This is an optimization exercise on Yosys and OpenROAD, whose aim is small area, not a production implementation. The RTL was checked by simulation tests, not by an equivalence proof against the original design. Power figures rest on the tool's default switching activity, not on a simulated workload.

==> trial 2 <==
==> flow/design.v <==
module lcd_ctrl(clk, reset, datain, cmd, cmd_valid, dataout, output_valid, busy);
input           clk;
input           reset;
input   [7:0]   datain;
input   [2:0]   cmd;
input           cmd_valid;
output  [7:0]   dataout;
output  reg     output_valid;
output  reg     busy;
reg   [7:0] ring [0:107];
reg         loading;       
reg         img;           
reg         zoom;          
reg   [3:0] fr, fc;        
reg   [2:0] orow;          
reg   [3:0] ocol;          
reg   [3:0] out_count;
wire accept = cmd_valid & ~busy;
integer i;
always @(posedge clk) begin
  ring[0] <= loading ? datain : ring[107];
  for (i = 1; i < 108; i = i + 1)
    ring[i] <= ring[i-1];
end
always @(posedge clk) begin
  if (accept && cmd == 3'd0) begin
    fr <= 4'd0;
    fc <= 4'd0;
  end else if (fc == 4'd11) begin
    fc <= 4'd0;
    fr <= (fr == 4'd8) ? 4'd0 : fr + 4'd1;
  end else
    fc <= fc + 4'd1;
end
always @(posedge clk) begin
  if (reset) begin
    busy <= 1'b0;
    output_valid <= 1'b0;
    loading <= 1'b0;
    img <= 1'b0;
  end else if (accept) begin
    busy <= 1'b1;
    out_count <= 4'd0;
    if (cmd == 3'd0) begin
      loading <= 1'b1;
      img <= 1'b1;
      zoom <= 1'b0;
    end else begin
      output_valid <= 1'b1;
      if (img) begin
        case (cmd)
          3'd1: if (!zoom) begin
                  zoom <= 1'b1;
                  orow <= 3'd3;
                  ocol <= 4'd4;
                end
          3'd2: zoom <= 1'b0;
          3'd3: if (zoom && ocol != 4'd8) ocol <= ocol + 4'd1;
          3'd4: if (zoom && ocol != 4'd0) ocol <= ocol - 4'd1;
          3'd5: if (zoom && orow != 3'd0) orow <= orow - 3'd1;
          3'd6: if (zoom && orow != 3'd5) orow <= orow + 3'd1;
          default: ;
        endcase
      end
    end
  end else if (loading) begin
    if (fr == 4'd8 && fc == 4'd11)
      loading <= 1'b0;
  end else if (output_valid) begin
    out_count <= out_count + 4'd1;
    if (out_count == 4'd15) begin
      output_valid <= 1'b0;
      busy <= 1'b0;
    end
  end else if (busy)
    output_valid <= 1'b1;
end
wire [1:0] vi = out_count[3:2];
wire [1:0] vj = out_count[1:0];
wire [3:0] pr = zoom ? {1'b0, orow} + {2'b0, vi} : {1'b0, vi, 1'b1};
wire [3:0] pc = zoom ? ocol + {2'b0, vj} : {vj, 2'b01} - {2'b0, vj};
wire [4:0] dc = {1'b0, pc} - {1'b0, fc};
wire       bw = dc[4];
wire [4:0] dr = {1'b0, pr} - {1'b0, fr} - {4'd0, bw};
wire [11:0] colsel;
wire [8:0]  rowsel;
genvar gr, gc, gb;
generate
  for (gc = 0; gc < 12; gc = gc + 1) begin : CS
    assign colsel[gc] = (dc == gc) | (dc == gc + 20);
  end
  for (gr = 0; gr < 9; gr = gr + 1) begin : RS
    assign rowsel[gr] = img & ((dr == gr) | (dr == gr + 23));
  end
endgenerate
wire [7:0] rowval [0:8];
generate
  for (gr = 0; gr < 9; gr = gr + 1) begin : RV
    for (gb = 0; gb < 8; gb = gb + 1) begin : B
      wire [3:0] part_n;
      for (gc = 0; gc < 4; gc = gc + 1) begin : P
        lcd_ctrl_sel3 u (
          .d0(ring[107 - (12*gr + 3*gc)][gb]),     .s0(colsel[3*gc]),
          .d1(ring[107 - (12*gr + 3*gc + 1)][gb]), .s1(colsel[3*gc + 1]),
          .d2(ring[107 - (12*gr + 3*gc + 2)][gb]), .s2(colsel[3*gc + 2]),
          .y_n(part_n[gc]));
      end
      assign rowval[gr][gb] = ~&part_n;
    end
  end
  for (gb = 0; gb < 8; gb = gb + 1) begin : O
    wire [2:0] part_n;
    for (gr = 0; gr < 3; gr = gr + 1) begin : P
      lcd_ctrl_sel3 u (
        .d0(rowval[3*gr][gb]),     .s0(rowsel[3*gr]),
        .d1(rowval[3*gr + 1][gb]), .s1(rowsel[3*gr + 1]),
        .d2(rowval[3*gr + 2][gb]), .s2(rowsel[3*gr + 2]),
        .y_n(part_n[gr]));
    end
    assign dataout[gb] = ~&part_n;
  end
endgenerate
endmodule
module lcd_ctrl_sel3(d0, d1, d2, s0, s1, s2, y_n);
input  d0, d1, d2, s0, s1, s2;
output y_n;
assign y_n = ~((d0 & s0) | (d1 & s1) | (d2 & s2));
endmodule
==> flow/flow/run.sh <==
#!/bin/bash
# Standard layout (standard.sh), with synthesis mapped by flow/synth_abc.tcl and
# the small select module lcd_ctrl_sel3 kept as its own module during synthesis
# (the netlist is flattened before layout, as in the standard synthesis).
set -euo pipefail
work=$(pwd)
export FLOW_ABC_SCRIPT=$work/flow/area.abc
bash standard.sh SYNTH_SCRIPT=$work/flow/synth_abc.tcl SYNTH_KEEP_MODULES=lcd_ctrl_sel3 finish > $work/flow_make.log 2>&1
==> flow/flow/area.abc <==
strash
&get -n
&st
&dch -f
&nf -R 1000
&st
&syn2
&dch -f
&nf -R 1000
&put
==> flow/flow/synth_abc.tcl <==
# synth_recipe.tcl (the standard synthesis), except that the final mapping to
# library cells runs flow/area.abc, an area-recovering &nf script, instead of
# ORFS's abc_area.script. Registers are mapped before ABC runs, so they are
# the standard synthesis's registers with the same names and cells.
proc synth {args} { yosys synth -nofsm -noshare {*}$args }
proc abc {args} {
  set keep {}
  set skip 0
  foreach a $args {
    if {$skip} { set skip 0; continue }
    if {$a in {-script -D}} { set skip 1; continue }
    lappend keep $a
  }
  yosys abc -script $::env(FLOW_ABC_SCRIPT) {*}$keep
}
source $::env(SCRIPTS_DIR)/synth.tcl
# left out here: clear keep_hierarchy, flatten, clean up, hide names made inside functions, write 1_2_yosys.v
==> flow/standard.sh <==
#!/bin/bash
# synth_recipe.tcl (not shown) runs the flow's synth.tcl, then flattens the netlist and writes it again
# the make line also repeats each setting of config.mk as NAME=value (left out here)
make -C /OpenROAD-flow-scripts/flow DESIGN_CONFIG=/design/flow/config.mk WORK_HOME=/design/flow/orfs CLKGATE_MAP_FILE= SYNTH_SCRIPT=/design/flow/synth_recipe.tcl "${@:-finish}"
==> flow/config.mk <==
export PLATFORM = sky130hd
export DESIGN_NAME = lcd_ctrl
export DESIGN_NICKNAME = lcd_ctrl
export VERILOG_FILES = /design/flow/design.v
export SDC_FILE = /design/flow/constraint.sdc
export NUM_CORES = 4
export LEC_CHECK = 0
export ABC_AREA = 1
export CAP_MARGIN = 0
export CORE_MARGIN = 2
export CORE_UTILIZATION = 75
export CTS_BUF_LIST = sky130_fd_sc_hd__clkbuf_8
export CTS_CLUSTER_DIAMETER = 60
export CTS_CLUSTER_SIZE = 18
export SLEW_MARGIN = 0
==> flow/constraint.sdc <==
create_clock -name core_clock -period 8.0 [get_ports {clk}]
set_input_delay 1.6000 -clock core_clock [delete_from_list [all_inputs] [get_ports {clk}]]
set_output_delay 1.6000 -clock core_clock [all_outputs]
set_load 0.01 [all_outputs]
==> inputs of trial 93, as changes to trial 2 <==
==> flow/design.v (replaced) <==
module lcd_ctrl(clk, reset, datain, cmd, cmd_valid, dataout, output_valid, busy);
input           clk;
input           reset;
input   [7:0]   datain;
input   [2:0]   cmd;
input           cmd_valid;
output  [7:0]   dataout;
output  reg     output_valid;
output  reg     busy;
reg   [7:0] ring [0:107];
reg         loading;       
reg         img;           
reg         zoom;          
reg   [3:0] fr, fc;        
reg   [3:0] pr, pc;        
reg   [3:0] out_count;
wire accept = cmd_valid & ~busy;
wire [1:0] j = out_count[1:0];
integer i;
always @(posedge clk) begin
  ring[0] <= loading ? datain : ring[107];
  for (i = 1; i < 108; i = i + 1)
    ring[i] <= ring[i-1];
end
always @(posedge clk) begin
  if (accept && cmd == 3'd0) begin
    fr <= 4'd0;
    fc <= 4'd0;
  end else if (fc == 4'd11) begin
    fc <= 4'd0;
    fr <= (fr == 4'd8) ? 4'd0 : fr + 4'd1;
  end else
    fc <= fc + 4'd1;
end
always @(posedge clk) begin
  if (reset) begin
    busy <= 1'b0;
    output_valid <= 1'b0;
    loading <= 1'b0;
    img <= 1'b0;
  end else if (accept) begin
    busy <= 1'b1;
    out_count <= 4'd0;
    if (cmd == 3'd0) begin
      loading <= 1'b1;
      img <= 1'b1;
      zoom <= 1'b0;
      pr <= 4'd1;
      pc <= 4'd1;
    end else begin
      output_valid <= 1'b1;
      if (img) begin
        case (cmd)
          3'd1: if (!zoom) begin
                  zoom <= 1'b1;
                  pr <= 4'd3;
                  pc <= 4'd4;
                end
          3'd2: begin
                  zoom <= 1'b0;
                  pr <= 4'd1;
                  pc <= 4'd1;
                end
          3'd3: if (zoom && pc != 4'd8) pc <= pc + 4'd1;
          3'd4: if (zoom && pc != 4'd0) pc <= pc - 4'd1;
          3'd5: if (zoom && pr != 4'd0) pr <= pr - 4'd1;
          3'd6: if (zoom && pr != 4'd5) pr <= pr + 4'd1;
          default: ;
        endcase
      end
    end
  end else if (loading) begin
    if (fr == 4'd8 && fc == 4'd11)
      loading <= 1'b0;
  end else if (output_valid) begin
    out_count <= out_count + 4'd1;
    if (out_count == 4'd15) begin
      output_valid <= 1'b0;
      busy <= 1'b0;
    end
    if (j != 2'd3)
      pc <= pc + (zoom ? 4'd1 : 4'd3);
    else begin
      pc <= pc - (zoom ? 4'd3 : 4'd9);
      if (out_count[3:2] == 2'd3)
        pr <= pr - (zoom ? 4'd3 : 4'd6);
      else
        pr <= pr + (zoom ? 4'd1 : 4'd2);
    end
  end else if (busy)
    output_valid <= 1'b1;
end
wire [4:0] dc = {1'b0, pc} - {1'b0, fc};
wire       bw = dc[4];
wire [3:0] mc = bw ? dc[3:0] + 4'd12 : dc[3:0];
wire [4:0] dr = {1'b0, pr} - {1'b0, fr} - {4'd0, bw};
wire [3:0] mr = dr[4] ? dr[3:0] + 4'd9 : dr[3:0];
reg [7:0] rowval [0:8];
reg [7:0] dout;
integer r, c;
always @(*) begin
  for (r = 0; r < 9; r = r + 1) begin
    rowval[r] = 8'd0;
    for (c = 0; c < 12; c = c + 1)
      rowval[r] = rowval[r] | ({8{mc == c}} & ring[107 - (12*r + c)]);
  end
  dout = 8'd0;
  for (r = 0; r < 9; r = r + 1)
    dout = dout | ({8{img && mr == r}} & rowval[r]);
end
assign dataout = dout;
endmodule
==> flow/flow/run.sh (replaced) <==
#!/bin/bash
# Standard layout (standard.sh), with synthesis mapped by flow/synth_abc.tcl.
set -euo pipefail
work=$(pwd)
export FLOW_ABC_SCRIPT=$work/flow/area.abc
bash standard.sh SYNTH_SCRIPT=$work/flow/synth_abc.tcl finish > $work/flow_make.log 2>&1
==> flow/config.mk (replaced) <==
export PLATFORM = sky130hd
export DESIGN_NAME = lcd_ctrl
export DESIGN_NICKNAME = lcd_ctrl
export VERILOG_FILES = /design/flow/design.v
export SDC_FILE = /design/flow/constraint.sdc
export NUM_CORES = 4
export LEC_CHECK = 0
export ABC_AREA = 1
export CAP_MARGIN = 20
export CORE_MARGIN = 2
export CORE_UTILIZATION = 65
export CTS_BUF_LIST = sky130_fd_sc_hd__clkbuf_4
export SLEW_MARGIN = 20
==> summary.txt <==
- Trial 93 produced a clean layout. Trial 2 produced a clean layout.
- Against trial 93, the sequential share of layout area of trial 2 is higher by 6.9 points.
- Between trial 2 and trial 93, the lower sequential cell count is in trial 2 (gap 1).
- In trial 93 the combinational power is larger than in trial 2, by about 12%.
- In trial 2 the maximum frequency is larger than in trial 93, by 0.74%.
- In trial 2 the non-clock buffer count is lower than in trial 93, by 6.
- First-iteration DRC count: trial 93 is smaller than trial 2 (22%).
- Of trial 93 and trial 2, trial 93 has the higher clock power (gap 87%, measured against trial 2).
- Against trial 2, the die area of trial 93 is higher by about 18%.
==> figures <==
|  | trial 93 | trial 2 |
|---|---|---|
| # fillers | 2334 | 1713 |
| Number of gates resized after CTS | 14 | 0 |
| Power Internal | 6.80 mW | 5.49 mW |
| Estimated wirelength of the detail-placed design | 32.1 mm | 29.2 mm |
| Arithmetic-cell share of the synthesized area counting full adders, half adders and majority gates | 1.77% | 1.64% |
| Cell area after placement | 25000 sq um | 24200 sq um |
| R2R Path End | pr[1] | zoom |
| CP Max Fanout | 5 | 8 |
| Worst-case setup margin in the final layout | 330 ps | 386 ps |
| GR met1 Demand/Resource | 40.5% | 44.1% |
| Post-synthesis xor/xnor area fraction | 0.998% | 0.800% |
| Multi-input logic area | 5890 sq um | 5150 sq um |
| Antenna cell count | 3 | 0 |
| Fraction of power consumed by combinational cells | 20.1% | 22.2% |
| First element of the critical path | pc[0] | out_count[0] |
| Power in combinational cells | 2.03 mW | 1.82 mW |
| Run status | finished clean | finished clean |
| Synth unique cells | 37 | 35 |

[port drivers added, routing unchanged]
In the flow no input, the clock included, has a driving cell. The finished layouts below were timed again as built, in two steps.
Step 1 (the two cells are an assumption about what drives the block):
set clk [get_ports {clk}]
set_driving_cell -lib_cell sky130_fd_sc_hd__clkbuf_16 $clk
set_driving_cell -lib_cell sky130_fd_sc_hd__buf_2 [delete_from_list [all_inputs] $clk]
Step 2 moves the port delays by t, midway between the first and last clock arrival at a register: inputs arrive t later, outputs are due t later. That takes back most of the time a late clock gives input paths.
Slacks: ideal ports / drivers / drivers and shift; pairs: ideal ports / drivers.
| run | shift t [ns] | slack for setup (ns) | hold WS [ns] | worst setup path at the end | worst register clock-pin slew, ns |
|---|---|---|---|---|---|
| trial 2 | 0.672 | 0.386 / 0.336 / 1.008 | 0.338 / 0.338 / 0.338 | register to output | 0.11 / 0.11 |
| trial 93 | 0.933 | 0.330 / 0.275 / 1.208 | 0.304 / 0.304 / 0.304 | register to output | 0.08 / 0.08 |
After both steps every run listed still meets setup and hold.
